Source: an optimization exercise on an open RTL-to-GDS flow (aim: small area). Production flows keep margins and buffers that such runs may drop. In this exercise RTL edits were held to simulation tests only and were not proved equivalent to the original. Power is estimated from default activity; no workload was simulated.

## oak
## RISC_V_pp
module RISC_V_pp (
    input clk,
    input rst_n,
    output [31:0] imem_addr,
    input  [31:0] imem_rdata,
    output [31:0] dmem_addr,
    output [31:0] dmem_wdata,
    output        dmem_we,
    input  [31:0] dmem_rdata
);
    localparam INIT = 3'd0, WIN = 3'd1, ZERO = 3'd2, EXEC = 3'd3,
               ITER = 3'd4, FIN = 3'd5, PCU = 3'd6, MEM = 3'd7;
    reg [2:0]  st;
    reg [4:0]  h;
    reg [31:0] w [0:30];
    reg [31:0] A, B;
    reg [31:1] PCh;
    wire [31:0] PC = {PCh, 1'b0};
    reg [32:0] R;
    reg [4:0]  rdp;
    reg        seenA, seenB, seenW, sgn, zA, taken;
    wire [31:0] ins = imem_rdata;
    wire [4:0] rs1 = ins[19:15];
    wire [4:0] rs2 = ins[24:20];
    wire [4:0] rd  = ins[11:7];
    wire isR   = ~ins[6] &  ins[5] &  ins[4];
    wire isI   = ~ins[6] & ~ins[5] &  ins[4];
    wire isLd  = ~ins[6] & ~ins[5] & ~ins[4] & ins[13];    
    wire isSt  = ~ins[6] &  ins[5] & ~ins[4];
    wire isBr  =  ins[6] & ~ins[2];
    wire isJal =  ins[6] &  ins[2];
    wire isM   = isR & ins[25];
    wire isDiv = isM & ins[14];
    wire isAlu = (isR & ~isM) | isI;
    wire isLog = isAlu & ins[13];        
    wire use1 = isR | isI | isLd | isSt | isBr;
    wire use2 = isR | isSt | isBr;
    wire z1 = (rs1 == 5'd0);
    wire z2 = (rs2 == 5'd0);
    reg [31:0] imm;
    always @(*) begin
        if (isSt)      imm = {{20{ins[31]}}, ins[31:25], ins[11:7]};
        else if (isBr) imm = {{20{ins[31]}}, ins[7], ins[30:25], ins[11:8], 1'b0};
        else if (isJal) imm = {{12{ins[31]}}, ins[19:12], ins[20], ins[30:21], 1'b0};
        else           imm = {{20{ins[31]}}, ins[31:20]};
    end
    reg [9:0] rom;
    always @(*) begin
        case (h)
            5'd1: rom = 10'd4;    5'd2: rom = 10'd120;  5'd3: rom = 10'd2;
            5'd4: rom = 10'd4;    5'd5: rom = 10'd1;    5'd6: rom = 10'd14;
            5'd7: rom = 10'd4;    5'd8: rom = 10'd24;   5'd9: rom = 10'd12;
  ...
==> flow/config.mk <==
export PLATFORM = sky130hd
export DESIGN_NAME = RISC_V_pp
export DESIGN_NICKNAME = RISC_V_pp
export VERILOG_FILES = /design/flow/design.v
export SDC_FILE = /design/flow/constraint.sdc
export NUM_CORES = 4
export LEC_CHECK = 0
export CAP_MARGIN = 5
export CORE_MARGIN = 2
export CORE_UTILIZATION = 70
export CTS_BUF_LIST = sky130_fd_sc_hd__clkbuf_8
export CTS_CLUSTER_DIAMETER = 50
export CTS_CLUSTER_SIZE = 20
export SLEW_MARGIN = 5
==> flow/constraint.sdc <==
create_clock -name core_clock -period 150.0 [get_ports {clk}]
set_input_delay 30.0000 -clock core_clock [delete_from_list [all_inputs] [get_ports {clk}]]
set_output_delay 30.0000 -clock core_clock [all_outputs]
set_load 0.01 [all_outputs]
standard.sh (not shown) runs the stock make flow with config.mk's settings and CLKGATE_MAP_FILE= SYNTH_SCRIPT=/design/flow/synth_recipe.tcl, a recipe that flattens the netlist after the stock synthesis.
==> flow/flow/run.sh <==
#!/bin/bash
# Standard layout (the standard.sh) with two changes: the port buffers
# use the smallest buffer cell, and CTS inserts no dummy loads.
export BUFFER_PORTS_ARGS="-buffer_cell sky130_fd_sc_hd__buf_1"
export CTS_ARGS="-sink_clustering_enable -repair_clock_nets -buf_list sky130_fd_sc_hd__clkbuf_8 -sink_clustering_size 20 -sink_clustering_max_diameter 50 -dont_use_dummy_load"
bash standard.sh > standard.log 2>&1
Relative to oak, the following input files were edited for pine:
diff --git a/flow/design.v b/flow/design.v
--- a/flow/design.v
+++ b/flow/design.v
@@ -26,19 +26,18 @@
     wire isR   = ~ins[6] &  ins[5] &  ins[4];
     wire isI   = ~ins[6] & ~ins[5] &  ins[4];
     wire isLd  = ~ins[6] & ~ins[5] & ~ins[4] & ins[13];    
     wire isSt  = ~ins[6] &  ins[5] & ~ins[4];
     wire isBr  =  ins[6] & ~ins[2];
     wire isJal =  ins[6] &  ins[2];
     wire isM   = isR & ins[25];
     wire isDiv = isM & ins[14];
     wire isAlu = (isR & ~isM) | isI;
-    wire isLog = isAlu & ins[13];        
     wire use1 = isR | isI | isLd | isSt | isBr;
     wire use2 = isR | isSt | isBr;
     wire z1 = (rs1 == 5'd0);
     wire z2 = (rs2 == 5'd0);
     reg [31:0] imm;
     always @(*) begin
         if (isSt)      imm = {{20{ins[31]}}, ins[31:25], ins[11:7]};
         else if (isBr) imm = {{20{ins[31]}}, ins[7], ins[30:25], ins[11:8], 1'b0};
         else if (isJal) imm = {{12{ins[31]}}, ins[19:12], ins[20], ins[30:21], 1'b0};
@@ -79,32 +78,30 @@
         X = 33'd0; Yp = 33'd0; inv = 1'b0; cin = 1'b0;
         case (st)
             WIN: begin
                 Yp = {1'b0, wmux};
                 inv = isDiv & wmux[31]; cin = inv;
             end
             EXEC: begin
                 if (isJal) begin
                     X = {1'b0, PC}; Yp = 33'd4;
-                end else if (isLog) begin
-                    Yp = isR ? {1'b0, A} : {1'b0, imm};
                 end else if (isAlu | isLd | isSt | isBr) begin
                     X = {sgnBr & B[31], B};
                     Yp = (isR | isBr) ? {sgnBr & A[31], A} : {1'b0, imm};
                     inv = (isR & ins[30]) | isBr; cin = inv;
                 end
             end
             ITER: begin
-                X = {R[31:0], isDiv ? B[31] : (isLog & (ins[12] ? (B[31] & R[31]) : (B[31] | R[31])))};
+                X = {R[31:0], isDiv & B[31]};
                 if (isDiv) begin
                     Yp = {1'b0, A}; inv = ~R[32]; cin = inv;
-                end else if (isM & B[31])
-                    Yp = {1'b0, A};
+                end else
+                    Yp = B[31] ? {1'b0, A} : 33'd0;
             end
             FIN: begin
                 X = {1'b0, B}; cin = negq;
             end
             MEM: begin
                 Yp = {1'b0, dmem_rdata};
             end
             PCU: begin
                 X = {1'b0, PC}; Yp = taken ? {1'b0, imm} : 33'd4;
@@ -137,19 +134,19 @@
             st <= INIT;
             h  <= 5'd1;
         end else begin
             h <= (h == 5'd31) ? 5'd1 : h + 5'd1;
             case (st)
                 INIT: if (h == 5'd31) st <= WIN;
                 WIN:  if (doneA & doneB & doneW)
                           st <= ((needA | ~use2) & (needB | ~use1)) ? EXEC : ZERO;
                 ZERO: st <= EXEC;
-                EXEC: st <= (isM | isLog) ? ITER : ((isLd | isSt) ? MEM : PCU);
+                EXEC: st <= isM ? ITER : ((isLd | isSt) ? MEM : PCU);
                 MEM:  st <= PCU;
                 ITER: if (rdp == 5'd31) st <= FIN;
                 FIN:  st <= PCU;
                 default: st <= WIN;
             endcase
         end
     end
     always @(posedge clk) begin
         case (st)
@@ -169,20 +166,21 @@
             ZERO: begin
                 if (use2 & z2) A <= S[31:0];
                 if (use1 & z1) B <= S[31:0];
                 seenW <= seenW | hitW;
             end
             EXEC: begin
                 taken <= (isBr & brc) | isJal;
                 seenW <= 1'b0;
                 if (isLd | isSt) B <= S[31:0];
+                else if (isAlu & ins[13]) R <= {1'b0, ins[12] ? (X[31:0] & Yp[31:0]) : (X[31:0] | Yp[31:0])};
                 else R <= S;
-                rdp <= ((isAlu & ~isLog) | isJal) ? rd : 5'd0;    
+                rdp <= (isAlu | isJal) ? rd : 5'd0;    
             end
             ITER: begin
                 rdp <= rdp + 5'd1;
                 R <= S;
                 B <= {B[30:0], isDiv & (~S[32] ^ negq)};
             end
             MEM: begin
                 R <= S;
                 rdp <= isLd ? rd : 5'd0;
Findings:
| final standard cell area without fillers | pine vs oak | 560 um2 higher |
Relative to oak, pine degrades wire length of the first global-routing pass.
pine vs. oak: detailed-routed wire length on met2 now larger, fraction of the cycle the final worst path needs now sits at about the same level, number of distinct library cells after synthesis climbed about 4.3%.
Per the comparison of pine with oak, total power of the final layout went up 8.4%; global-route usage went up 1.1 points.
In pine relative to oak, overall die area had gone up by a few percent.
STATUS highest ir drop seen on vdd: pine loses against oak
Comparing number of cells traversed by the worst register-to-register path for pine and oak, the bigger number came from oak.
pine vs oak — worst-case setup slack after placement dropped 110 ps.

## afterwards: timing with drivers on the ports
In the flow no input, the clock included, has a driving cell. The finished layouts below were timed again as built, in two steps. Step 1 assumes that a clkbuf_16 drives the clock port and a buf_2 every other input. Step 2 adds t to the input delays and takes it off the output delays; t is the mean of the earliest and latest rising clock arrival at the registers after step 1. Input paths then give back, and output paths get back, about the clock's delay inside the block. Slacks: ideal / step 1 / step 2; pairs: ideal / step 1.
run	t, ns	setup slack, ns	clock arrival spread, ns	worst data-port slew with drivers (ns)
oak	0.689	88.904 / 88.845 / 88.845	0.077 / 0.077	0.11
pine	0.666	88.785 / 88.759 / 88.759	0.105 / 0.105	0.11
After both steps every run listed still meets setup and hold. The setup slack of oak, which loses most, moves by -0.059 ns with the drivers and by -0.059 ns with both steps.
